What follows belongs to an exercise in optimizing a design on an open flow for small area and a short achievable clock period; a production flow would make more cautious choices. Function not checked in this run: the RTL went through the layout flow alone. Power is estimated from default activity; no workload was simulated.

==> flow/design.v <==
module mac_unit #(
    parameter AW = 16,
    parameter BW = 16,
    parameter ACCW = 40,
    parameter SIGNED = 0
)(
    input  wire clk,
    input  wire rst_n,
    input  wire en,
    input  wire valid_in,
    input  wire [AW-1:0] a,
    input  wire [BW-1:0] b,
    output reg  valid_out,
    output reg  [ACCW-1:0] acc_out
);
  reg [67:0] pr;
  reg valid_reg;
  wire [39:0] nacc = ~acc_out;
  wire p1;
  wire p2;
  wire p3;
  wire p4;
  wire p5;
  wire p6;
  wire p7;
  wire p8;
  wire p9;
  wire p10;
  wire p11;
  wire p12;
  wire p13;
  wire p14;
  wire p15;
  wire p16;
  wire p17;
  wire p18;
  wire p19;
  wire p20;
  wire p21;
  wire p22;
  wire p23;
  wire p24;
  wire p25;
  wire p26;
  wire p27;
  wire p28;
  wire p29;
  wire p30;
  wire p31;
  wire p32;
  wire p33;
  wire p34;
  wire p35;
  wire p36;
  wire p37;
  wire p38;
  wire p39;
  wire p40;
  wire p41;
  wire p42;
  wire p43;
  wire p44;
  wire p45;
  wire p46;
  wire p47;
  wire p48;
  wire p49;
  wire p50;
  wire p51;
  wire p52;
  wire p53;
  wire p54;
  wire p55;
  wire p56;
  wire p57;
  wire p58;
  wire p59;
  wire p60;
  wire p61;
  wire p62;
  wire p63;
  wire p64;
  wire p65;
  wire p66;
  wire p67;
  wire p68;
  wire p69;
  wire p70;
  wire p71;
  wire p72;
  wire p73;
  wire p74;
  wire p75;
  wire p76;
  wire p77;
  wire p78;
  wire p79;
  wire p80;
  wire p81;
  wire p82;
  wire p83;
  wire p84;
  wire p85;
  wire p86;
  wire p87;
  wire p88;
  wire p89;
  wire p90;
  wire p91;
  wire p92;
  wire p93;
  wire p94;
  wire p95;
  wire p96;
  wire p97;
  wire p98;
  wire p99;
  wire p100;
  wire p101;
  wire p102;
  wire p103;
  wire p104;
  wire p105;
  wire p106;
  wire p107;
  wire p108;
  wire p109;
  wire p110;
  wire p111;
  wire p112;
  wire p113;
  wire p114;
  wire p115;
  wire p116;
  wire p117;
  wire p118;
  wire p119;
  wire p120;
  wire p121;
  wire p122;
  wire p123;
  wire p124;
  wire p125;
  wire p126;
  wire p127;
  wire p128;
  wire p129;
  wire p130;
  wire p131;
  wire p132;
  wire p133;
  wire p134;
  wire p135;
  wire p136;
  wire p137;
  wire p138;
  wire p139;
  wire p140;
  wire p141;
  wire p142;
  wire p143;
  wire p144;
  wire p145;
  wire p146;
  wire p147;
  wire p148;
  wire p149;
  wire p150;
  wire p151;
  wire p152;
  wire p153;
  wire p154;
  wire p155;
  wire p156;
  wire p157;
  wire p158;
  wire p159;
  wire p160;
  wire p161;
  wire p162;
  wire p163;
  wire p164;
  wire p165;
  wire p166;
  wire p167;
  wire p168;
  wire p169;
  wire p170;
  wire p171;
  wire p172;
  wire p173;
  wire p174;
  wire p175;
  wire p176;
  wire p177;
  wire p178;
  wire p179;
  wire p180;
  wire p181;
  wire p182;
  wire p183;
  wire p184;
  wire p185;
  wire p186;
  wire p187;
  wire p188;
  wire p189;
  wire p190;
  wire p191;
  wire p192;
  wire p193;
  wire p194;
  wire p195;
  wire p196;
  wire p197;
  wire p198;
  wire p199;
  wire p200;
  wire p201;
  wire p202;
  wire p203;
  wire p204;
  wire p205;
  wire p206;
  wire p207;
  wire p208;
  wire p209;
  wire p210;
  wire p211;
  wire p212;
  wire p213;
  wire p214;
  wire p215;
  wire p216;
  wire p217;
  wire p218;
  wire p219;
  wire p220;
  wire p221;
  wire p222;
  wire p223;
  wire p224;
  wire p225;
  wire p226;
  wire p227;
  wire p228;
  wire p229;
  wire p230;
  wire p231;
  wire p232;
  wire p233;
  wire p234;
  wire p235;
  wire p236;
  wire p237;
  wire p238;
  wire p239;
  wire p240;
  wire p241;
  wire p242;
  wire p243;
  wire p244;
  wire p245;
  wire p246;
  wire p247;
  wire p248;
  wire p249;
  wire p250;
  wire p251;
  wire p252;
  wire p253;
  wire p254;
  wire p255;
  wire p256;
  wire s257;
  wire c258;
  wire s259;
  wire c260;
  wire s261;
  wire c262;
  wire s263;
  wire c264;
  wire s265;
  wire c266;
  wire s267;
  wire c268;
  wire s269;
  wire c270;
  wire s271;
  wire c272;
  wire s273;
  wire c274;
  wire s275;
  wire c276;
  wire s277;
  wire c278;
  wire s279;
  wire c280;
  wire s281;
  wire c282;
  wire s283;
  wire c284;
  wire s285;
  wire c286;
  wire s287;
  wire c288;
  wire s289;
  wire c290;
  wire s291;
  wire c292;
  wire s293;
  wire c294;
  wire s295;
  wire c296;
  wire s297;
  wire c298;
  wire s299;
  wire c300;
  wire s301;
  wire c302;
  wire s303;
  wire c304;
  wire s305;
  wire c306;
  wire s307;
  wire c308;
  wire s309;
  wire c310;
  wire s311;
  wire c312;
  wire s313;
  wire c314;
  wire s315;
  wire c316;
  wire s317;
  wire c318;
  wire s319;
  wire c320;
  wire s321;
  wire c322;
  wire s323;
  wire c324;
  wire s325;
  wire c326;
  wire s327;
  wire c328;
  wire s329;
  wire c330;
  wire s331;
  wire c332;
  wire s333;
  wire c334;
  wire s335;
  wire c336;
  wire s337;
  wire c338;
  wire s339;
  wire c340;
  wire s341;
  wire c342;
  wire s343;
  wire c344;
  wire s345;
  wire c346;
  wire s347;
  wire c348;
  wire s349;
  wire c350;
  wire s351;
  wire c352;
  wire s353;
  wire c354;
  wire s355;
  wire c356;
  wire s357;
  wire c358;
  wire s359;
  wire c360;
  wire s361;
  wire c362;
  wire s363;
  wire c364;
  wire s365;
  wire c366;
  wire s367;
  wire c368;
  wire s369;
  wire c370;
  wire s371;
  wire c372;
  wire s373;
  wire c374;
  wire s375;
  wire c376;
  wire s377;
  wire c378;
  wire s379;
  wire c380;
  wire s381;
  wire c382;
  wire s383;
  wire c384;
  wire s385;
  wire c386;
  wire s387;
  wire c388;
  wire s389;
  wire c390;
  wire s391;
  wire c392;
  wire s393;
  wire c394;
  wire s395;
  wire c396;
  wire s397;
  wire c398;
  wire s399;
  wire c400;
  wire s401;
  wire c402;
  wire s403;
  wire c404;
  wire s405;
  wire c406;
  wire s407;
  wire c408;
  wire s409;
  wire c410;
  wire s411;
  wire c412;
  wire s413;
  wire c414;
  wire s415;
  wire c416;
  wire s417;
  wire c418;
  wire s419;
  wire c420;
  wire s421;
  wire c422;
  wire s423;
  wire c424;
  wire s425;
  wire c426;
  wire s427;
  wire c428;
  wire s429;
  wire c430;
  wire s431;
  wire c432;
  wire s433;
  wire c434;
  wire s435;
  wire c436;
  wire s437;
  wire c438;
  wire s439;
  wire c440;
  wire s441;
  wire c442;
  wire s443;
  wire c444;
  wire s445;
  wire c446;
  wire s447;
  wire c448;
  wire s449;
  wire c450;
  wire s451;
  wire c452;
  wire s453;
  wire c454;
  wire s455;
  wire c456;
  wire s457;
  wire c458;
  wire s459;
  wire c460;
  wire s461;
  wire c462;
  wire s463;
  wire c464;
  wire s465;
  wire c466;
  wire s467;
  wire c468;
  wire s469;
  wire c470;
  wire s471;
  wire c472;
  wire s473;
  wire c474;
  wire s475;
  wire c476;
  wire s477;
  wire c478;
  wire s479;
  wire c480;
  wire s481;
  wire c482;
  wire s483;
  wire c484;
  wire s485;
  wire c486;
  wire s487;
  wire c488;
  wire s489;
  wire c490;
  wire s491;
  wire c492;
  wire s493;
  wire c494;
  wire s495;
  wire c496;
  wire s497;
  wire c498;
  wire s499;
  wire c500;
  wire s501;
  wire c502;
  wire s503;
  wire c504;
  wire s505;
  wire c506;
  wire s507;
  wire c508;
  wire s509;
  wire c510;
  wire s511;
  wire c512;
  wire s513;
  wire c514;
  wire s515;
  wire c516;
  wire s517;
  wire c518;
  wire s519;
  wire c520;
  wire s521;
  wire c522;
  wire s523;
  wire c524;
  wire s525;
  wire c526;
  wire s527;
  wire c528;
  wire s529;
  wire c530;
  wire s531;
  wire c532;
  wire s533;
  wire c534;
  wire s535;
  wire c536;
  wire s537;
  wire c538;
  wire s539;
  wire c540;
  wire s541;
  wire c542;
  wire s543;
  wire c544;
  wire s545;
  wire c546;
  wire s547;
  wire c548;
  wire s549;
  wire c550;
  wire s551;
  wire c552;
  wire s553;
  wire c554;
  wire s555;
  wire c556;
  wire s557;
  wire c558;
  wire s559;
  wire c560;
  wire s561;
  wire c562;
  wire s563;
  wire c564;
  wire s565;
  wire c566;
  wire s567;
  wire c568;
  wire s569;
  wire c570;
  wire s571;
  wire c572;
  wire s573;
  wire c574;
  wire s575;
  wire c576;
  wire s577;
  wire c578;
  wire s579;
  wire c580;
  wire s581;
  wire c582;
  wire s583;
  wire c584;
  wire s585;
  wire c586;
  wire s587;
  wire c588;
  wire s589;
  wire c590;
  wire s591;
  wire c592;
  wire s593;
  wire c594;
  wire s595;
  wire c596;
  wire s597;
  wire c598;
  wire s599;
  wire c600;
  wire s601;
  wire c602;
  wire s603;
  wire c604;
  wire s605;
  wire c606;
  wire s607;
  wire c608;
  wire s609;
  wire c610;
  wire s611;
  wire c612;
  wire s613;
  wire c614;
  wire s615;
  wire c616;
  wire s617;
  wire c618;
  wire s619;
  wire c620;
  wire s621;
  wire c622;
  wire s623;
  wire c624;
  wire s625;
  wire c626;
  wire s627;
  wire c628;
  wire s629;
  wire c630;
  wire s631;
  wire c632;
  wire s633;
  wire c634;
  wire s635;
  wire c636;
  wire s637;
  wire c638;
  wire s639;
  wire c640;
  wire s641;
  wire c642;
  wire s643;
  wire c644;
  wire s645;
  wire c646;
  wire s647;
  wire c648;
  wire s649;
  wire c650;
  wire s651;
  wire c652;
  wire s653;
  wire c654;
  wire s655;
  wire c656;
  wire s657;
  wire c658;
  wire s659;
  wire c660;
  wire s661;
  wire c662;
  wire s663;
  wire c664;
  wire s665;
  wire c666;
  wire s667;
  wire c668;
  wire s669;
  wire c670;
  wire s671;
  wire c672;
  wire s673;
  wire c674;
  wire s675;
  wire c676;
  wire s677;
  wire c678;
  wire s679;
  wire c680;
  wire s681;
  wire c682;
  wire s683;
  wire c684;
  wire s685;
  wire c686;
  wire s687;
  wire c688;
  wire s689;
  wire c690;
  wire s691;
  wire c692;
  wire s693;
  wire c694;
  wire s695;
  wire c696;
  wire s697;
  wire c698;
  wire s699;
  wire c700;
  wire s701;
  wire c702;
  wire s703;
  wire c704;
  wire s705;
  wire c706;
  wire s707;
  wire c708;
  wire s709;
  wire c710;
  wire s711;
  wire c712;
  wire s713;
  wire c714;
  wire s715;
  wire c716;
  wire s717;
  wire c718;
  wire s719;
  wire c720;
  wire s721;
  wire c722;
  wire s723;
  wire c724;
  wire s725;
  wire c726;
  wire s727;
  wire c728;
  wire s729;
  wire c730;
  wire s731;
  wire c732;
  wire s733;
  wire c734;
  wire s735;
  wire c736;
  assign p1 = ~(a[0] & b[0]);
  assign p2 = ~(a[0] & b[1]);
  assign p3 = ~(a[0] & b[2]);
  assign p4 = ~(a[0] & b[3]);
  assign p5 = ~(a[0] & b[4]);
  assign p6 = ~(a[0] & b[5]);
  assign p7 = ~(a[0] & b[6]);
  assign p8 = ~(a[0] & b[7]);
  assign p9 = ~(a[0] & b[8]);
  assign p10 = ~(a[0] & b[9]);
  assign p11 = ~(a[0] & b[10]);
  assign p12 = ~(a[0] & b[11]);
  assign p13 = ~(a[0] & b[12]);
  assign p14 = ~(a[0] & b[13]);
  assign p15 = ~(a[0] & b[14]);
  assign p16 = ~(a[0] & b[15]);
  assign p17 = ~(a[1] & b[0]);
  assign p18 = ~(a[1] & b[1]);
  assign p19 = ~(a[1] & b[2]);
  assign p20 = ~(a[1] & b[3]);
  assign p21 = ~(a[1] & b[4]);
  assign p22 = ~(a[1] & b[5]);
  assign p23 = ~(a[1] & b[6]);
  assign p24 = ~(a[1] & b[7]);
  assign p25 = ~(a[1] & b[8]);
  assign p26 = ~(a[1] & b[9]);
  assign p27 = ~(a[1] & b[10]);
  assign p28 = ~(a[1] & b[11]);
  assign p29 = ~(a[1] & b[12]);
  assign p30 = ~(a[1] & b[13]);
  assign p31 = ~(a[1] & b[14]);
  assign p32 = ~(a[1] & b[15]);
  assign p33 = ~(a[2] & b[0]);
  assign p34 = ~(a[2] & b[1]);
  assign p35 = ~(a[2] & b[2]);
  assign p36 = ~(a[2] & b[3]);
  assign p37 = ~(a[2] & b[4]);
  assign p38 = ~(a[2] & b[5]);
  assign p39 = ~(a[2] & b[6]);
  assign p40 = ~(a[2] & b[7]);
  assign p41 = ~(a[2] & b[8]);
  assign p42 = ~(a[2] & b[9]);
  assign p43 = ~(a[2] & b[10]);
  assign p44 = ~(a[2] & b[11]);
  assign p45 = ~(a[2] & b[12]);
  assign p46 = ~(a[2] & b[13]);
  assign p47 = ~(a[2] & b[14]);
  assign p48 = ~(a[2] & b[15]);
  assign p49 = ~(a[3] & b[0]);
  assign p50 = ~(a[3] & b[1]);
  assign p51 = ~(a[3] & b[2]);
  assign p52 = ~(a[3] & b[3]);
  assign p53 = ~(a[3] & b[4]);
  assign p54 = ~(a[3] & b[5]);
  assign p55 = ~(a[3] & b[6]);
  assign p56 = ~(a[3] & b[7]);
  assign p57 = ~(a[3] & b[8]);
  assign p58 = ~(a[3] & b[9]);
  assign p59 = ~(a[3] & b[10]);
  assign p60 = ~(a[3] & b[11]);
  assign p61 = ~(a[3] & b[12]);
  assign p62 = ~(a[3] & b[13]);
  assign p63 = ~(a[3] & b[14]);
  assign p64 = ~(a[3] & b[15]);
  assign p65 = ~(a[4] & b[0]);
  assign p66 = ~(a[4] & b[1]);
  assign p67 = ~(a[4] & b[2]);
  assign p68 = ~(a[4] & b[3]);
  assign p69 = ~(a[4] & b[4]);
  assign p70 = ~(a[4] & b[5]);
  assign p71 = ~(a[4] & b[6]);
  assign p72 = ~(a[4] & b[7]);
  assign p73 = ~(a[4] & b[8]);
  assign p74 = ~(a[4] & b[9]);
  assign p75 = ~(a[4] & b[10]);
  assign p76 = ~(a[4] & b[11]);
  assign p77 = ~(a[4] & b[12]);
  assign p78 = ~(a[4] & b[13]);
  assign p79 = ~(a[4] & b[14]);
  assign p80 = ~(a[4] & b[15]);
  assign p81 = ~(a[5] & b[0]);
  assign p82 = ~(a[5] & b[1]);
  assign p83 = ~(a[5] & b[2]);
  assign p84 = ~(a[5] & b[3]);
  assign p85 = ~(a[5] & b[4]);
  assign p86 = ~(a[5] & b[5]);
  assign p87 = ~(a[5] & b[6]);
  assign p88 = ~(a[5] & b[7]);
  assign p89 = ~(a[5] & b[8]);
  assign p90 = ~(a[5] & b[9]);
  assign p91 = ~(a[5] & b[10]);
  assign p92 = ~(a[5] & b[11]);
  assign p93 = ~(a[5] & b[12]);
  assign p94 = ~(a[5] & b[13]);
  assign p95 = ~(a[5] & b[14]);
  assign p96 = ~(a[5] & b[15]);
  assign p97 = ~(a[6] & b[0]);
  assign p98 = ~(a[6] & b[1]);
  assign p99 = ~(a[6] & b[2]);
  assign p100 = ~(a[6] & b[3]);
  assign p101 = ~(a[6] & b[4]);
  assign p102 = ~(a[6] & b[5]);
  assign p103 = ~(a[6] & b[6]);
  assign p104 = ~(a[6] & b[7]);
  assign p105 = ~(a[6] & b[8]);
  assign p106 = ~(a[6] & b[9]);
  assign p107 = ~(a[6] & b[10]);
  assign p108 = ~(a[6] & b[11]);
  assign p109 = ~(a[6] & b[12]);
  assign p110 = ~(a[6] & b[13]);
  assign p111 = ~(a[6] & b[14]);
  assign p112 = ~(a[6] & b[15]);
  assign p113 = ~(a[7] & b[0]);
  assign p114 = ~(a[7] & b[1]);
  assign p115 = ~(a[7] & b[2]);
  assign p116 = ~(a[7] & b[3]);
  assign p117 = ~(a[7] & b[4]);
  assign p118 = ~(a[7] & b[5]);
  assign p119 = ~(a[7] & b[6]);
  assign p120 = ~(a[7] & b[7]);
  assign p121 = ~(a[7] & b[8]);
  assign p122 = ~(a[7] & b[9]);
  assign p123 = ~(a[7] & b[10]);
  assign p124 = ~(a[7] & b[11]);
  assign p125 = ~(a[7] & b[12]);
  assign p126 = ~(a[7] & b[13]);
  assign p127 = ~(a[7] & b[14]);
  assign p128 = ~(a[7] & b[15]);
  assign p129 = ~(a[8] & b[0]);
  assign p130 = ~(a[8] & b[1]);
  assign p131 = ~(a[8] & b[2]);
  assign p132 = ~(a[8] & b[3]);
  assign p133 = ~(a[8] & b[4]);
  assign p134 = ~(a[8] & b[5]);
  assign p135 = ~(a[8] & b[6]);
  assign p136 = ~(a[8] & b[7]);
  assign p137 = ~(a[8] & b[8]);
  assign p138 = ~(a[8] & b[9]);
  assign p139 = ~(a[8] & b[10]);
  assign p140 = ~(a[8] & b[11]);
  assign p141 = ~(a[8] & b[12]);
  assign p142 = ~(a[8] & b[13]);
  assign p143 = ~(a[8] & b[14]);
  assign p144 = ~(a[8] & b[15]);
  assign p145 = ~(a[9] & b[0]);
  assign p146 = ~(a[9] & b[1]);
  assign p147 = ~(a[9] & b[2]);
  assign p148 = ~(a[9] & b[3]);
  assign p149 = ~(a[9] & b[4]);
  assign p150 = ~(a[9] & b[5]);
  assign p151 = ~(a[9] & b[6]);
  assign p152 = ~(a[9] & b[7]);
  assign p153 = ~(a[9] & b[8]);
  assign p154 = ~(a[9] & b[9]);
  assign p155 = ~(a[9] & b[10]);
  assign p156 = ~(a[9] & b[11]);
  assign p157 = ~(a[9] & b[12]);
  assign p158 = ~(a[9] & b[13]);
  assign p159 = ~(a[9] & b[14]);
  assign p160 = ~(a[9] & b[15]);
  assign p161 = ~(a[10] & b[0]);
  assign p162 = ~(a[10] & b[1]);
  assign p163 = ~(a[10] & b[2]);
  assign p164 = ~(a[10] & b[3]);
  assign p165 = ~(a[10] & b[4]);
  assign p166 = ~(a[10] & b[5]);
  assign p167 = ~(a[10] & b[6]);
  assign p168 = ~(a[10] & b[7]);
  assign p169 = ~(a[10] & b[8]);
  assign p170 = ~(a[10] & b[9]);
  assign p171 = ~(a[10] & b[10]);
  assign p172 = ~(a[10] & b[11]);
  assign p173 = ~(a[10] & b[12]);
  assign p174 = ~(a[10] & b[13]);
  assign p175 = ~(a[10] & b[14]);
  assign p176 = ~(a[10] & b[15]);
  assign p177 = ~(a[11] & b[0]);
  assign p178 = ~(a[11] & b[1]);
  assign p179 = ~(a[11] & b[2]);
  assign p180 = ~(a[11] & b[3]);
  assign p181 = ~(a[11] & b[4]);
  assign p182 = ~(a[11] & b[5]);
  assign p183 = ~(a[11] & b[6]);
  assign p184 = ~(a[11] & b[7]);
  assign p185 = ~(a[11] & b[8]);
  assign p186 = ~(a[11] & b[9]);
  assign p187 = ~(a[11] & b[10]);
  assign p188 = ~(a[11] & b[11]);
  assign p189 = ~(a[11] & b[12]);
  assign p190 = ~(a[11] & b[13]);
  assign p191 = ~(a[11] & b[14]);
  assign p192 = ~(a[11] & b[15]);
  assign p193 = ~(a[12] & b[0]);
  assign p194 = ~(a[12] & b[1]);
  assign p195 = ~(a[12] & b[2]);
  assign p196 = ~(a[12] & b[3]);
  assign p197 = ~(a[12] & b[4]);
  assign p198 = ~(a[12] & b[5]);
  assign p199 = ~(a[12] & b[6]);
  assign p200 = ~(a[12] & b[7]);
  assign p201 = ~(a[12] & b[8]);
  assign p202 = ~(a[12] & b[9]);
  assign p203 = ~(a[12] & b[10]);
  assign p204 = ~(a[12] & b[11]);
  assign p205 = ~(a[12] & b[12]);
  assign p206 = ~(a[12] & b[13]);
  assign p207 = ~(a[12] & b[14]);
  assign p208 = ~(a[12] & b[15]);
  assign p209 = ~(a[13] & b[0]);
  assign p210 = ~(a[13] & b[1]);
  assign p211 = ~(a[13] & b[2]);
  assign p212 = ~(a[13] & b[3]);
  assign p213 = ~(a[13] & b[4]);
  assign p214 = ~(a[13] & b[5]);
  assign p215 = ~(a[13] & b[6]);
  assign p216 = ~(a[13] & b[7]);
  assign p217 = ~(a[13] & b[8]);
  assign p218 = ~(a[13] & b[9]);
  assign p219 = ~(a[13] & b[10]);
  assign p220 = ~(a[13] & b[11]);
  assign p221 = ~(a[13] & b[12]);
  assign p222 = ~(a[13] & b[13]);
  assign p223 = ~(a[13] & b[14]);
  assign p224 = ~(a[13] & b[15]);
  assign p225 = ~(a[14] & b[0]);
  assign p226 = ~(a[14] & b[1]);
  assign p227 = ~(a[14] & b[2]);
  assign p228 = ~(a[14] & b[3]);
  assign p229 = ~(a[14] & b[4]);
  assign p230 = ~(a[14] & b[5]);
  assign p231 = ~(a[14] & b[6]);
  assign p232 = ~(a[14] & b[7]);
  assign p233 = ~(a[14] & b[8]);
  assign p234 = ~(a[14] & b[9]);
  assign p235 = ~(a[14] & b[10]);
  assign p236 = ~(a[14] & b[11]);
  assign p237 = ~(a[14] & b[12]);
  assign p238 = ~(a[14] & b[13]);
  assign p239 = ~(a[14] & b[14]);
  assign p240 = ~(a[14] & b[15]);
  assign p241 = ~(a[15] & b[0]);
  assign p242 = ~(a[15] & b[1]);
  assign p243 = ~(a[15] & b[2]);
  assign p244 = ~(a[15] & b[3]);
  assign p245 = ~(a[15] & b[4]);
  assign p246 = ~(a[15] & b[5]);
  assign p247 = ~(a[15] & b[6]);
  assign p248 = ~(a[15] & b[7]);
  assign p249 = ~(a[15] & b[8]);
  assign p250 = ~(a[15] & b[9]);
  assign p251 = ~(a[15] & b[10]);
  assign p252 = ~(a[15] & b[11]);
  assign p253 = ~(a[15] & b[12]);
  assign p254 = ~(a[15] & b[13]);
  assign p255 = ~(a[15] & b[14]);
  assign p256 = ~(a[15] & b[15]);
  mac_hai ha1 (.a(p104), .b(p119), .s(s257), .co(c258));
  mac_fa fa1 (.a(p105), .b(p120), .ci(p135), .s(s259), .co(c260));
  mac_hai ha2 (.a(p15), .b(p150), .s(s261), .co(c262));
  mac_fa fa2 (.a(p106), .b(p121), .ci(p136), .s(s263), .co(c264));
  mac_fa fa3 (.a(p151), .b(p16), .ci(p166), .s(s265), .co(c266));
  mac_hai ha3 (.a(p181), .b(p196), .s(s267), .co(c268));
  mac_fa fa4 (.a(p107), .b(p122), .ci(p137), .s(s269), .co(c270));
  mac_fa fa5 (.a(p152), .b(p167), .ci(p182), .s(s271), .co(c272));
  mac_hai ha4 (.a(p197), .b(p212), .s(s273), .co(c274));
  mac_fa fa6 (.a(p108), .b(p123), .ci(p138), .s(s275), .co(c276));
  mac_fa fa7 (.a(p153), .b(p168), .ci(p183), .s(s277), .co(c278));
  mac_fa fa8 (.a(p109), .b(p124), .ci(p139), .s(s279), .co(c280));
  mac_hai ha5 (.a(p10), .b(p100), .s(s281), .co(c282));
  mac_fa fa9 (.a(p101), .b(p11), .ci(p116), .s(s283), .co(c284));
  mac_hai ha6 (.a(p131), .b(p146), .s(s285), .co(c286));
  mac_fa fa10 (.a(p102), .b(p117), .ci(p12), .s(s287), .co(c288));
  mac_fa fa11 (.a(p132), .b(p147), .ci(p162), .s(s289), .co(c290));
  mac_hai ha7 (.a(p177), .b(p27), .s(s291), .co(c292));
  mac_fa fa12 (.a(p103), .b(p118), .ci(p13), .s(s293), .co(c294));
  mac_fa fa13 (.a(p133), .b(p148), .ci(p163), .s(s295), .co(c296));
  mac_fa fa14 (.a(p178), .b(p193), .ci(p28), .s(s297), .co(c298));
  mac_hai ha8 (.a(p43), .b(p58), .s(s299), .co(c300));
  mac_fa fa15 (.a(p134), .b(p14), .ci(p149), .s(s301), .co(c302));
  mac_fa fa16 (.a(p164), .b(p179), .ci(p194), .s(s303), .co(c304));
  mac_fa fa17 (.a(p209), .b(p29), .ci(p44), .s(s305), .co(c306));
  mac_fa fa18 (.a(p59), .b(p74), .ci(p89), .s(s307), .co(c308));
  mac_fa fa19 (.a(p165), .b(p180), .ci(p195), .s(s309), .co(c310));
  mac_fa fa20 (.a(p210), .b(p225), .ci(p30), .s(s311), .co(c312));
  mac_fa fa21 (.a(p45), .b(p60), .ci(p75), .s(s313), .co(c314));
  mac_fa fa22 (.a(p90), .b(c258), .ci(s261), .s(s315), .co(c316));
  mac_fa fa23 (.a(p211), .b(p226), .ci(p241), .s(s317), .co(c318));
  mac_fa fa24 (.a(p31), .b(p46), .ci(p61), .s(s319), .co(c320));
  mac_fa fa25 (.a(p76), .b(p91), .ci(c262), .s(s321), .co(c322));
  mac_fa fa26 (.a(s267), .b(c260), .ci(s263), .s(s323), .co(c324));
  mac_fa fa27 (.a(p227), .b(p242), .ci(p32), .s(s325), .co(c326));
  mac_fa fa28 (.a(p47), .b(p62), .ci(p77), .s(s327), .co(c328));
  mac_fa fa29 (.a(p92), .b(c268), .ci(s273), .s(s329), .co(c330));
  mac_fa fa30 (.a(c264), .b(c266), .ci(s269), .s(s331), .co(c332));
  mac_fa fa31 (.a(p198), .b(p213), .ci(p228), .s(s333), .co(c334));
  mac_fa fa32 (.a(p243), .b(p48), .ci(p63), .s(s335), .co(c336));
  mac_fa fa33 (.a(p78), .b(p93), .ci(c274), .s(s337), .co(c338));
  mac_fa fa34 (.a(c270), .b(c272), .ci(s275), .s(s339), .co(c340));
  mac_fa fa35 (.a(p154), .b(p169), .ci(p184), .s(s341), .co(c342));
  mac_fa fa36 (.a(p199), .b(p214), .ci(p229), .s(s343), .co(c344));
  mac_fa fa37 (.a(p244), .b(p64), .ci(p79), .s(s345), .co(c346));
  mac_fa fa38 (.a(p94), .b(c276), .ci(c278), .s(s347), .co(c348));
  mac_fa fa39 (.a(p110), .b(p125), .ci(p140), .s(s349), .co(c350));
  mac_fa fa40 (.a(p155), .b(p170), .ci(p185), .s(s351), .co(c352));
  mac_fa fa41 (.a(p200), .b(p215), .ci(p230), .s(s353), .co(c354));
  mac_fa fa42 (.a(p245), .b(p80), .ci(p95), .s(s355), .co(c356));
  mac_fa fa43 (.a(p111), .b(p126), .ci(p141), .s(s357), .co(c358));
  mac_fa fa44 (.a(p156), .b(p171), .ci(p186), .s(s359), .co(c360));
  mac_fa fa45 (.a(p201), .b(p216), .ci(p231), .s(s361), .co(c362));
  mac_fa fa46 (.a(p112), .b(p127), .ci(p142), .s(s363), .co(c364));
  mac_fa fa47 (.a(p157), .b(p172), .ci(p187), .s(s365), .co(c366));
  mac_fa fa48 (.a(p128), .b(p143), .ci(p158), .s(s367), .co(c368));
  mac_hai ha9 (.a(p22), .b(p37), .s(s369), .co(c370));
  mac_fa fa49 (.a(p113), .b(p23), .ci(p38), .s(s371), .co(c372));
  mac_hai ha10 (.a(p53), .b(p68), .s(s373), .co(c374));
  mac_fa fa50 (.a(p114), .b(p129), .ci(p24), .s(s375), .co(c376));
  mac_fa fa51 (.a(p39), .b(p54), .ci(p69), .s(s377), .co(c378));
  mac_hai ha11 (.a(p84), .b(p9), .s(s379), .co(c380));
  mac_fa fa52 (.a(p115), .b(p130), .ci(p145), .s(s381), .co(c382));
  mac_fa fa53 (.a(p25), .b(p40), .ci(p55), .s(s383), .co(c384));
  mac_fa fa54 (.a(p70), .b(p85), .ci(s281), .s(s385), .co(c386));
  mac_fa fa55 (.a(p161), .b(p26), .ci(p41), .s(s387), .co(c388));
  mac_fa fa56 (.a(p56), .b(p71), .ci(p86), .s(s389), .co(c390));
  mac_fa fa57 (.a(c282), .b(s285), .ci(s283), .s(s391), .co(c392));
  mac_fa fa58 (.a(p42), .b(p57), .ci(p72), .s(s393), .co(c394));
  mac_fa fa59 (.a(p87), .b(c286), .ci(s291), .s(s395), .co(c396));
  mac_fa fa60 (.a(c284), .b(s287), .ci(s289), .s(s397), .co(c398));
  mac_fa fa61 (.a(p73), .b(p88), .ci(c292), .s(s399), .co(c400));
  mac_fa fa62 (.a(s299), .b(c288), .ci(c290), .s(s401), .co(c402));
  mac_fa fa63 (.a(s293), .b(s295), .ci(s297), .s(s403), .co(c404));
  mac_fa fa64 (.a(c300), .b(s257), .ci(c294), .s(s405), .co(c406));
  mac_fa fa65 (.a(c296), .b(c298), .ci(s301), .s(s407), .co(c408));
  mac_fa fa66 (.a(s303), .b(s305), .ci(s307), .s(s409), .co(c410));
  mac_fa fa67 (.a(c302), .b(c304), .ci(c306), .s(s411), .co(c412));
  mac_fa fa68 (.a(c308), .b(s259), .ci(s309), .s(s413), .co(c414));
  mac_fa fa69 (.a(s311), .b(s313), .ci(s315), .s(s415), .co(c416));
  mac_fa fa70 (.a(c310), .b(c312), .ci(c314), .s(s417), .co(c418));
  mac_fa fa71 (.a(s265), .b(s317), .ci(s319), .s(s419), .co(c420));
  mac_fa fa72 (.a(c316), .b(s321), .ci(s323), .s(s421), .co(c422));
  mac_fa fa73 (.a(c318), .b(c320), .ci(s271), .s(s423), .co(c424));
  mac_fa fa74 (.a(s325), .b(s327), .ci(c322), .s(s425), .co(c426));
  mac_fa fa75 (.a(s329), .b(c324), .ci(s331), .s(s427), .co(c428));
  mac_fa fa76 (.a(c326), .b(c328), .ci(s277), .s(s429), .co(c430));
  mac_fa fa77 (.a(s333), .b(s335), .ci(c330), .s(s431), .co(c432));
  mac_fa fa78 (.a(s337), .b(c332), .ci(s339), .s(s433), .co(c434));
  mac_fa fa79 (.a(c334), .b(c336), .ci(s279), .s(s435), .co(c436));
  mac_fa fa80 (.a(s341), .b(s343), .ci(s345), .s(s437), .co(c438));
  mac_fa fa81 (.a(c338), .b(s347), .ci(c340), .s(s439), .co(c440));
  mac_fa fa82 (.a(c280), .b(c342), .ci(c344), .s(s441), .co(c442));
  mac_fa fa83 (.a(c346), .b(s349), .ci(s351), .s(s443), .co(c444));
  mac_fa fa84 (.a(s353), .b(s355), .ci(c348), .s(s445), .co(c446));
  mac_fa fa85 (.a(p246), .b(p96), .ci(c350), .s(s447), .co(c448));
  mac_fa fa86 (.a(c352), .b(c354), .ci(c356), .s(s449), .co(c450));
  mac_fa fa87 (.a(s357), .b(s359), .ci(s361), .s(s451), .co(c452));
  mac_fa fa88 (.a(p202), .b(p217), .ci(p232), .s(s453), .co(c454));
  mac_fa fa89 (.a(p247), .b(c358), .ci(c360), .s(s455), .co(c456));
  mac_fa fa90 (.a(c362), .b(s363), .ci(s365), .s(s457), .co(c458));
  mac_fa fa91 (.a(p173), .b(p188), .ci(p203), .s(s459), .co(c460));
  mac_fa fa92 (.a(p218), .b(p233), .ci(p248), .s(s461), .co(c462));
  mac_fa fa93 (.a(c364), .b(c366), .ci(s367), .s(s463), .co(c464));
  mac_fa fa94 (.a(p144), .b(p159), .ci(p174), .s(s465), .co(c466));
  mac_fa fa95 (.a(p189), .b(p204), .ci(p219), .s(s467), .co(c468));
  mac_fa fa96 (.a(p234), .b(p249), .ci(c368), .s(s469), .co(c470));
  mac_fa fa97 (.a(p160), .b(p175), .ci(p190), .s(s471), .co(c472));
  mac_fa fa98 (.a(p205), .b(p220), .ci(p235), .s(s473), .co(c474));
  mac_fa fa99 (.a(p176), .b(p191), .ci(p206), .s(s475), .co(c476));
  mac_hai ha12 (.a(p20), .b(p35), .s(s477), .co(c478));
  mac_fa fa100 (.a(p21), .b(p36), .ci(p51), .s(s479), .co(c480));
  mac_hai ha13 (.a(p6), .b(p66), .s(s481), .co(c482));
  mac_fa fa101 (.a(p52), .b(p67), .ci(p7), .s(s483), .co(c484));
  mac_fa fa102 (.a(p82), .b(p97), .ci(s369), .s(s485), .co(c486));
  mac_fa fa103 (.a(p8), .b(p83), .ci(p98), .s(s487), .co(c488));
  mac_fa fa104 (.a(c370), .b(s373), .ci(s371), .s(s489), .co(c490));
  mac_fa fa105 (.a(p99), .b(c374), .ci(s379), .s(s491), .co(c492));
  mac_fa fa106 (.a(c372), .b(s375), .ci(s377), .s(s493), .co(c494));
  mac_fa fa107 (.a(c380), .b(c376), .ci(c378), .s(s495), .co(c496));
  mac_fa fa108 (.a(s381), .b(s383), .ci(s385), .s(s497), .co(c498));
  mac_fa fa109 (.a(c382), .b(c384), .ci(s387), .s(s499), .co(c500));
  mac_fa fa110 (.a(s389), .b(c386), .ci(s391), .s(s501), .co(c502));
  mac_fa fa111 (.a(c388), .b(c390), .ci(s393), .s(s503), .co(c504));
  mac_fa fa112 (.a(s395), .b(c392), .ci(s397), .s(s505), .co(c506));
  mac_fa fa113 (.a(c394), .b(c396), .ci(s399), .s(s507), .co(c508));
  mac_fa fa114 (.a(s401), .b(c398), .ci(s403), .s(s509), .co(c510));
  mac_fa fa115 (.a(c400), .b(c402), .ci(s405), .s(s511), .co(c512));
  mac_fa fa116 (.a(c404), .b(s407), .ci(s409), .s(s513), .co(c514));
  mac_fa fa117 (.a(c406), .b(c408), .ci(c410), .s(s515), .co(c516));
  mac_fa fa118 (.a(s411), .b(s413), .ci(s415), .s(s517), .co(c518));
  mac_fa fa119 (.a(c412), .b(c414), .ci(s417), .s(s519), .co(c520));
  mac_fa fa120 (.a(s419), .b(c416), .ci(s421), .s(s521), .co(c522));
  mac_fa fa121 (.a(c418), .b(c420), .ci(s423), .s(s523), .co(c524));
  mac_fa fa122 (.a(s425), .b(c422), .ci(s427), .s(s525), .co(c526));
  mac_fa fa123 (.a(c424), .b(s429), .ci(c426), .s(s527), .co(c528));
  mac_fa fa124 (.a(s431), .b(c428), .ci(s433), .s(s529), .co(c530));
  mac_fa fa125 (.a(c430), .b(s435), .ci(s437), .s(s531), .co(c532));
  mac_fa fa126 (.a(c432), .b(c434), .ci(s439), .s(s533), .co(c534));
  mac_fa fa127 (.a(c436), .b(c438), .ci(s441), .s(s535), .co(c536));
  mac_fa fa128 (.a(s443), .b(s445), .ci(c440), .s(s537), .co(c538));
  mac_fa fa129 (.a(c442), .b(s447), .ci(c444), .s(s539), .co(c540));
  mac_fa fa130 (.a(s449), .b(s451), .ci(c446), .s(s541), .co(c542));
  mac_fa fa131 (.a(s453), .b(c448), .ci(c450), .s(s543), .co(c544));
  mac_fa fa132 (.a(s455), .b(c452), .ci(s457), .s(s545), .co(c546));
  mac_fa fa133 (.a(c454), .b(s459), .ci(s461), .s(s547), .co(c548));
  mac_fa fa134 (.a(c456), .b(c458), .ci(s463), .s(s549), .co(c550));
  mac_fa fa135 (.a(c460), .b(c462), .ci(s465), .s(s551), .co(c552));
  mac_fa fa136 (.a(s467), .b(s469), .ci(c464), .s(s553), .co(c554));
  mac_fa fa137 (.a(p250), .b(c466), .ci(c468), .s(s555), .co(c556));
  mac_fa fa138 (.a(s471), .b(s473), .ci(c470), .s(s557), .co(c558));
  mac_fa fa139 (.a(p221), .b(p236), .ci(p251), .s(s559), .co(c560));
  mac_fa fa140 (.a(c472), .b(c474), .ci(s475), .s(s561), .co(c562));
  mac_fa fa141 (.a(p192), .b(p207), .ci(p222), .s(s563), .co(c564));
  mac_fa fa142 (.a(p237), .b(p252), .ci(c476), .s(s565), .co(c566));
  mac_fa fa143 (.a(p208), .b(p223), .ci(p238), .s(s567), .co(c568));
  mac_hai ha14 (.a(p19), .b(p34), .s(s569), .co(c570));
  mac_fa fa144 (.a(p5), .b(p50), .ci(p65), .s(s571), .co(c572));
  mac_fa fa145 (.a(p81), .b(c478), .ci(s481), .s(s573), .co(c574));
  mac_fa fa146 (.a(c482), .b(c480), .ci(s483), .s(s575), .co(c576));
  mac_fa fa147 (.a(c484), .b(s487), .ci(c486), .s(s577), .co(c578));
  mac_fa fa148 (.a(c488), .b(s491), .ci(c490), .s(s579), .co(c580));
  mac_fa fa149 (.a(c492), .b(s495), .ci(c494), .s(s581), .co(c582));
  mac_fa fa150 (.a(c496), .b(s499), .ci(c498), .s(s583), .co(c584));
  mac_fa fa151 (.a(c500), .b(s503), .ci(c502), .s(s585), .co(c586));
  mac_fa fa152 (.a(c504), .b(s507), .ci(c506), .s(s587), .co(c588));
  mac_fa fa153 (.a(c508), .b(s511), .ci(c510), .s(s589), .co(c590));
  mac_fa fa154 (.a(c512), .b(s515), .ci(c514), .s(s591), .co(c592));
  mac_fa fa155 (.a(c516), .b(s519), .ci(c518), .s(s593), .co(c594));
  mac_fa fa156 (.a(c520), .b(s523), .ci(c522), .s(s595), .co(c596));
  mac_fa fa157 (.a(c524), .b(s527), .ci(c526), .s(s597), .co(c598));
  mac_fa fa158 (.a(c528), .b(s531), .ci(c530), .s(s599), .co(c600));
  mac_fa fa159 (.a(c532), .b(s535), .ci(c534), .s(s601), .co(c602));
  mac_fa fa160 (.a(c536), .b(s539), .ci(s541), .s(s603), .co(c604));
  mac_fa fa161 (.a(s543), .b(c540), .ci(s545), .s(s605), .co(c606));
  mac_fa fa162 (.a(s547), .b(c544), .ci(c546), .s(s607), .co(c608));
  mac_fa fa163 (.a(c548), .b(s551), .ci(c550), .s(s609), .co(c610));
  mac_fa fa164 (.a(s555), .b(c552), .ci(s557), .s(s611), .co(c612));
  mac_fa fa165 (.a(s559), .b(c556), .ci(s561), .s(s613), .co(c614));
  mac_fa fa166 (.a(c560), .b(s563), .ci(s565), .s(s615), .co(c616));
  mac_fa fa167 (.a(p253), .b(c564), .ci(s567), .s(s617), .co(c618));
  mac_fa fa168 (.a(p224), .b(p239), .ci(p254), .s(s619), .co(c620));
  mac_fa fa169 (.a(p18), .b(p3), .ci(p33), .s(s621), .co(c622));
  mac_fa fa170 (.a(p4), .b(p49), .ci(s569), .s(s623), .co(c624));
  mac_fa fa171 (.a(c570), .b(s477), .ci(s571), .s(s625), .co(c626));
  mac_fa fa172 (.a(c572), .b(s479), .ci(s573), .s(s627), .co(c628));
  mac_fa fa173 (.a(c574), .b(s485), .ci(s575), .s(s629), .co(c630));
  mac_fa fa174 (.a(c576), .b(s489), .ci(s577), .s(s631), .co(c632));
  mac_fa fa175 (.a(s493), .b(c578), .ci(s579), .s(s633), .co(c634));
  mac_fa fa176 (.a(s497), .b(c580), .ci(s581), .s(s635), .co(c636));
  mac_fa fa177 (.a(c582), .b(s501), .ci(s583), .s(s637), .co(c638));
  mac_fa fa178 (.a(s505), .b(c584), .ci(s585), .s(s639), .co(c640));
  mac_fa fa179 (.a(s509), .b(c586), .ci(s587), .s(s641), .co(c642));
  mac_fa fa180 (.a(s513), .b(c588), .ci(s589), .s(s643), .co(c644));
  mac_fa fa181 (.a(s549), .b(c606), .ci(s607), .s(s645), .co(c646));
  mac_fa fa182 (.a(s553), .b(c608), .ci(s609), .s(s647), .co(c648));
  mac_fa fa183 (.a(c554), .b(s611), .ci(c610), .s(s649), .co(c650));
  mac_fa fa184 (.a(c558), .b(s613), .ci(c612), .s(s651), .co(c652));
  mac_fa fa185 (.a(c562), .b(s615), .ci(c614), .s(s653), .co(c654));
  mac_fa fa186 (.a(c566), .b(s617), .ci(c616), .s(s655), .co(c656));
  mac_fa fa187 (.a(c568), .b(s619), .ci(c618), .s(s657), .co(c658));
  mac_fa fa188 (.a(p240), .b(p255), .ci(c620), .s(s659), .co(c660));
  mac_hai ha15 (.a(pr[1]), .b(pr[2]), .s(s661), .co(c662));
  mac_hai ha16 (.a(pr[3]), .b(nacc[2]), .s(s663), .co(c664));
  mac_fa fa189 (.a(pr[4]), .b(pr[5]), .ci(nacc[3]), .s(s665), .co(c666));
  mac_fa fa190 (.a(pr[6]), .b(pr[7]), .ci(nacc[4]), .s(s667), .co(c668));
  mac_fa fa191 (.a(pr[8]), .b(pr[9]), .ci(nacc[5]), .s(s669), .co(c670));
  mac_fa fa192 (.a(pr[10]), .b(pr[11]), .ci(nacc[6]), .s(s671), .co(c672));
  mac_fa fa193 (.a(pr[12]), .b(pr[13]), .ci(nacc[7]), .s(s673), .co(c674));
  mac_fa fa194 (.a(pr[14]), .b(pr[15]), .ci(nacc[8]), .s(s675), .co(c676));
  mac_fa fa195 (.a(pr[16]), .b(pr[17]), .ci(nacc[9]), .s(s677), .co(c678));
  mac_fa fa196 (.a(pr[18]), .b(pr[19]), .ci(nacc[10]), .s(s679), .co(c680));
  mac_fa fa197 (.a(pr[20]), .b(pr[21]), .ci(nacc[11]), .s(s681), .co(c682));
  mac_fa fa198 (.a(pr[22]), .b(pr[23]), .ci(nacc[12]), .s(s683), .co(c684));
  mac_fa fa199 (.a(pr[24]), .b(pr[25]), .ci(nacc[13]), .s(s685), .co(c686));
  mac_fa fa200 (.a(pr[26]), .b(pr[27]), .ci(pr[28]), .s(s687), .co(c688));
  mac_fa fa201 (.a(pr[29]), .b(nacc[14]), .ci(c686), .s(s689), .co(c690));
  mac_fa fa202 (.a(pr[30]), .b(pr[31]), .ci(pr[32]), .s(s691), .co(c692));
  mac_fa fa203 (.a(nacc[15]), .b(c688), .ci(s691), .s(s693), .co(c694));
  mac_fa fa204 (.a(pr[33]), .b(pr[34]), .ci(pr[35]), .s(s695), .co(c696));
  mac_fa fa205 (.a(nacc[16]), .b(c692), .ci(s695), .s(s697), .co(c698));
  mac_fa fa206 (.a(pr[36]), .b(pr[37]), .ci(pr[38]), .s(s699), .co(c700));
  mac_fa fa207 (.a(nacc[17]), .b(c696), .ci(s699), .s(s701), .co(c702));
  mac_fa fa208 (.a(pr[39]), .b(pr[40]), .ci(pr[41]), .s(s703), .co(c704));
  mac_fa fa209 (.a(nacc[18]), .b(c700), .ci(s703), .s(s705), .co(c706));
  mac_fa fa210 (.a(pr[42]), .b(pr[43]), .ci(pr[44]), .s(s707), .co(c708));
  mac_fa fa211 (.a(nacc[19]), .b(c704), .ci(s707), .s(s709), .co(c710));
  mac_fa fa212 (.a(pr[45]), .b(pr[46]), .ci(pr[47]), .s(s711), .co(c712));
  mac_fa fa213 (.a(nacc[20]), .b(c708), .ci(s711), .s(s713), .co(c714));
  mac_fa fa214 (.a(pr[48]), .b(pr[49]), .ci(pr[50]), .s(s715), .co(c716));
  mac_fa fa215 (.a(nacc[21]), .b(c712), .ci(s715), .s(s717), .co(c718));
  mac_fa fa216 (.a(pr[51]), .b(nacc[22]), .ci(c716), .s(s719), .co(c720));
  mac_fa fa217 (.a(pr[52]), .b(pr[53]), .ci(nacc[23]), .s(s721), .co(c722));
  mac_fa fa218 (.a(pr[54]), .b(pr[55]), .ci(nacc[24]), .s(s723), .co(c724));
  mac_fa fa219 (.a(pr[56]), .b(pr[57]), .ci(nacc[25]), .s(s725), .co(c726));
  mac_fa fa220 (.a(pr[58]), .b(pr[59]), .ci(nacc[26]), .s(s727), .co(c728));
  mac_fa fa221 (.a(pr[60]), .b(pr[61]), .ci(nacc[27]), .s(s729), .co(c730));
  mac_fa fa222 (.a(pr[62]), .b(pr[63]), .ci(nacc[28]), .s(s731), .co(c732));
  mac_fa fa223 (.a(pr[64]), .b(pr[65]), .ci(nacc[29]), .s(s733), .co(c734));
  mac_fa fa224 (.a(pr[66]), .b(pr[67]), .ci(nacc[30]), .s(s735), .co(c736));
  wire [39:0] ra = {nacc[39], nacc[38], nacc[37], nacc[36], nacc[35], nacc[34], nacc[33], nacc[32], nacc[31], c734, c732, c730, c728, c726, c724, c722, s721, s719, c714, c710, c706, c702, c698, c694, c690, s687, c684, c682, c680, c678, c676, c674, c672, c670, c668, c666, c664, c662, nacc[1], pr[0]};
  wire [39:0] rb = {1'b1, 1'b1, 1'b1, 1'b1, 1'b1, 1'b1, 1'b1, 1'b1, c736, s735, s733, s731, s729, s727, s725, s723, c720, c718, s717, s713, s709, s705, s701, s697, s693, s689, s685, s683, s681, s679, s677, s675, s673, s671, s669, s667, s665, s663, s661, nacc[0]};
  wire [33:0] lo = {1'b0, ra[32:0]} + {1'b0, rb[32:0]} + 34'd1;
  wire [6:0] hi_inc = acc_out[39:33] + 7'd1;
  wire [39:0] sum = {lo[33] ? acc_out[39:33] : hi_inc, ~lo[32:0]};
  always @(posedge clk) begin
    pr <= {c660, p256, c658, s659, c656, s657, c654, s655, c652, s653, c650, s651, s649, c648, s647, c646, s645, c604, s605, c542, c602, s603, c538, s601, c600, s537, s599, c598, s533, s597, c596, s529, s595, c594, s525, s593, s521, c592, c644, s591, c590, s517, s643, c642, s641, c640, s639, c638, s637, c636, s635, c634, s633, c632, s631, c630, s629, c628, s627, c626, s625, c624, s623, c622, s621, p2, p17, p1};
    valid_reg <= valid_in & rst_n;
  end
  always @(posedge clk) begin
    if (!rst_n) begin
      acc_out <= 40'd0;
      valid_out <= 1'b0;
    end else begin
      valid_out <= valid_reg;
      if (en && valid_reg)
        acc_out <= sum;
    end
  end
endmodule
module mac_fa (input wire a, input wire b, input wire ci,
               output wire s, output wire co);
  assign s = a ^ b ^ ci;
  assign co = (a & b) | (a & ci) | (b & ci);
endmodule
module mac_hai (input wire a, input wire b, output wire s, output wire co);
  mac_xnor x0 (.a(a), .b(b), .y(s));
  mac_or o0 (.a(a), .b(b), .y(co));
endmodule
module mac_xnor (input wire a, input wire b, output wire y);
  assign y = ~(a ^ b);
endmodule
module mac_or (input wire a, input wire b, output wire y);
  assign y = a | b;
endmodule
module mac_fx (input wire a, input wire b, input wire ci,
               output wire s, output wire co);
  wire t;
  mac_xor x0 (.a(a), .b(b), .y(t));
  mac_xor x1 (.a(t), .b(ci), .y(s));
  mac_mux m0 (.s(t), .d0(a), .d1(ci), .y(co));
endmodule
module mac_xor (input wire a, input wire b, output wire y);
  assign y = a ^ b;
endmodule
module mac_mux (input wire s, input wire d0, input wire d1, output wire y);
  assign y = s ? d1 : d0;
endmodule
==> flow/run.sh <==
#!/bin/bash
# synth_recipe.tcl (not shown) runs the flow's synth.tcl, then flattens the netlist and writes it again
# the make line also repeats each setting of config.mk as NAME=value (left out here)
make -C /OpenROAD-flow-scripts/flow DESIGN_CONFIG=/design/flow/config.mk WORK_HOME=/design/flow/orfs CLKGATE_MAP_FILE= SYNTH_SCRIPT=/design/flow/synth_recipe.tcl finish
==> flow/config.mk <==
export PLATFORM = sky130hd
export DESIGN_NAME = mac_unit
export DESIGN_NICKNAME = mac_unit
export VERILOG_FILES = /design/flow/design.v
export SDC_FILE = /design/flow/constraint.sdc
export NUM_CORES = 4
export LEC_CHECK = 0
export CAP_MARGIN = 20
export CORE_MARGIN = 2
export CORE_UTILIZATION = 65
export SETUP_SLACK_MARGIN = 3
export SLEW_MARGIN = 20
export SYNTH_HIERARCHICAL = 1
export SYNTH_MINIMUM_KEEP_SIZE = 0
==> flow/constraint.sdc <==
create_clock -name core_clock -period 7.0 [get_ports {clk}]
set_input_delay 1.4000 -clock core_clock [delete_from_list [all_inputs] [get_ports {clk}]]
set_output_delay 1.4000 -clock core_clock [all_outputs]
set_load 0.01 [all_outputs]
==> impl_metrics.ini <==
[floorplanning]
die_h_um = 132
rows = 46
core_um2 = 16000
pin_count = 77
dieArea_um2 = 17600
die_x_um = 132
start_util_pct = 67.1

[synth]
seq_area_frac_synth_pct = 20.5
syn_nets = 1389
syn_area_per_cell_um2 = 9.80
netlist_top_cells_area = fa_1 42%, dfxtp_1 21%, nand2_1 10%
yosysWarnings = 7
syn_inst = 1095
synth.distinct_cells = 53
synth-edff-count = 0
synth-seq-cells = 110
syn_area_um2 = 10700
yosysTopAreaCell = fa_1
async_flop_share_pct = 0
synth-main-ff-cell = dfxtp_1
synth_top_cell_area_share_pct = 42.0

[critical_path]
worst_ep_required_time_ns = 7.25
cp-start-kind = primary input
cp.arrival_ns = 4.19
regToRegSetupSlack_ns = 3.40
rr_startpoint = pr[39]
crit_path_max_fanout = 16
timing.rr.end = acc_out[37]
reg2regPathDepth = 12
critPathCaptureType = register
critPathKind = primary input to register

[timing]
setup_viol = 0
report.final.hold_viol_count = 0
final-max-slew-violation-count = 0
fmax_mhz = 253
slew_headroom_pct = 35.9
post-route-min-period_ns = 3.95
timing.final.crit_share_pct = 56.4
finalSetupTns_ns = 0
setup_slack_ns = 3.05
worst_pin_slew_ns = 0.962
finClkSkew_ns = 0.00959
rsz0062_at_grt = true

[power_and_ir_drop]
vdd_drop_max_uv = 383
p_leak_nw = 4.10
p_per_area_nw_per_um2 = 518

[route]
drt_pass1_iterations = 5
drt_iter0_drc = 742
drcViolationCount = 0
wirelength_mm = 26.4
via_per_inst = 5.97
final_antenna_net_count = 0
vias = 7862
wl_per_cell_um = 20.0

[placed_design]
post_dp_cell_area_um2 = 11500
io_buffer_count = 76
hpwl_mm = 20.5
place_ws_ns = 1.95
routabilityCongestion = 0.925

[global_route]
grt_max_degree = 55
grt_use_total_pct = 31.4
grt_antenna_before_repair = 0
first_global_vias = 8094
gr-total-overflow = 0
grt_pass1_wl_mm = 42.2

[clocking]
cts_tree = yes
numCtsBuffers = 9
cts-root-buf = clkbuf_16
cts_sinks = 110
worstSkewPairLatency_ns = 0.37
htreeDepth = 3
cts_setup_buffers = 0
clkTransAtPathRegs_ns = 0.08
cts.path.max_buffers = 2

[layout]
largest_reg_flops = 68
diodes = 0
reg_top3 = pr x68, acc_out x40
fillers = 1246
num-nets-final = 1390
area_delta_synth_final_pct = 9.11
regMostFlops = pr
stdcell_area_um2 = 11700
layout-drive-gt1-share_pct = 8.17

[worst_hold_path]
hold_start = acc_out[0]
whs_path_depth = 2
hold_path_class = register to register
worstHoldEndpoint = acc_out[0]

[job]
max_cap_viol_count = 0

[run_status]
run_status = timing/DRC/antenna clean
==> power by group <==
group          internal (mW)  switching (mW)  total [mW]  leakage [nW]
sequential             0.827           0.131       0.958         0.914
combinational           1.96            2.63        4.59          3.04
clock                  0.257           0.264       0.521         0.150
==> cell families after synthesis <==
logic type / after synthesis / synth area share [%]
AO/OA/AOI/OAI: 161 / 9.93
XOR/XNOR: 43 / 3.51
adder cells (fa/ha/maj): 258 / 45.8
buffers and inverters: 127 / 4.54
flip-flops: 110 / 20.5
multiplexers: 2 / 0.187
AND/OR/NAND/NOR: 394 / 15.5
==> cells in the final DEF, fill, tap and decap left out, drive strengths merged, types with 9 or more instances in the layout <==
cell type and instances:
a21oi 51, clkdlybuf4s50 44, a211oi 25, inv 44, nand2 285, or3 9
nor2 37, ha 33, a21o 17, o21bai 9, fa 225, o21ai 33
buf 19, dfxtp 110, xnor2 33, xor2 10, clkbuf 21, or2 18
==> metrics by stage <==
stage / power (mW) / instances / hold WS [ns] / util (%)
detailed placement: 5.50 / 1300 / 0.462 / 71.8
floorplan: 4.49 / 1095 / 0.448 / -
CTS: 6.05 / 1316 / 0.482 / 73.4
global placement: 5.41 / 1300 / 0.458 / 71.8
global route: 6.64 / 1317 / 0.505 / 73.2
finish: 6.07 / 1317 / 0.484 / 73.2
==> per-module statistics from Yosys, one instance, submodules excluded, a selection <==
module,cells inside,cell area [µm²]
mac_xnor,1,8.76
mac_fa,1,20.0
mac_unit,839,6010
mac_or,1,6.26
==> per-layer routing <==
metal | vias up | wire, µm | part of all wire, % | track usage [%]
li1 | 3482 | - | - | -
met1 | 3900 | 10400 | 39 | 42.5
met2 | 420 | 12500 | 47 | 49.6
met3 | 60 | 2890 | 11 | 9.62
met4 | 0 | 633 | 2.4 | 9.56
met5 | - | 0 | 0 | 0
==> how the worst max path moves through the flow <==
stage	start	end	slack, ns	cells after the start
detailed placement	a[6]	pr[23]	1.95	7
CTS	a[10]	pr[23]	3.00	7
floorplan	b[12]	pr[25]	2.88	8
finish	b[13]	pr[51]	3.05	7
global route	a[10]	pr[23]	2.99	7
global placement	a[6]	pr[23]	2.00	7
==> critical path, stage by stage <==
cell and delay (ns):
buf_2 0.35, nand2_1 0.14, fa_1 0.53, fa_1 0.45, fa_1 0.48, fa_2 0.39
fa_1 0.44
==> synthesized netlist by cell type, types with 17 or more instances <==
cell type  instances
xnor2_1           33
dfxtp_1          110
ha_1              33
nor2_1            37
inv_1             40
a21oi_1           49
a21o_1            17
nand2_1          285
clkbuf_1          80
or2_1             17
fa_1             225
o21ai_0           24
a211oi_1          24
==> area by class of cell <==
class                           instances  area [µm²]  area share (%)
Multi-Input combinational cell        858        8110            69.2
Sequential cell                       110        2200            18.8
Timing Repair Buffer                   77         671            5.73
Tap cell                              216         270            2.31
Clock buffer                            9         225            1.92
Inverter                               40         150            1.28
Clock inverter                          7        83.8           0.716
==> repair_timing <==
action                     CTS  global route
resized for setup          131            37
hold buffers                 0             0
hold endpoints to repair     0             0
pin swaps                    0             0
gates cloned                 0             0
setup endpoints to repair   47            18

## static timing again, ports no longer ideal
The results above use ideal ports. As a check the final layout listed here was re-extracted and re-timed, cells and wires unchanged. Step 1 sets driving cells, clkbuf_16 on the clock port and buf_2 on the other inputs (assumed; they add their load-dependent delay and slew). Step 2 moves the port delays by t, midway between the first and last clock arrival at a register: inputs arrive t later, outputs are due t later. That takes back most of the time a late clock gives input paths. Slacks: ideal / step 1 / step 2; pairs: ideal / step 1.
t, ns: 0.401
setup WS [ns]: 3.052 / 3.069 / 2.668
latest minus earliest clock arrival (ns): 0.010 / 0.010
slew at the worst register clock pin (ns): 0.08 / 0.08
After both steps this run still meets setup and hold. The setup slack of this run moves by +0.017 ns with the drivers and by -0.384 ns with both steps.
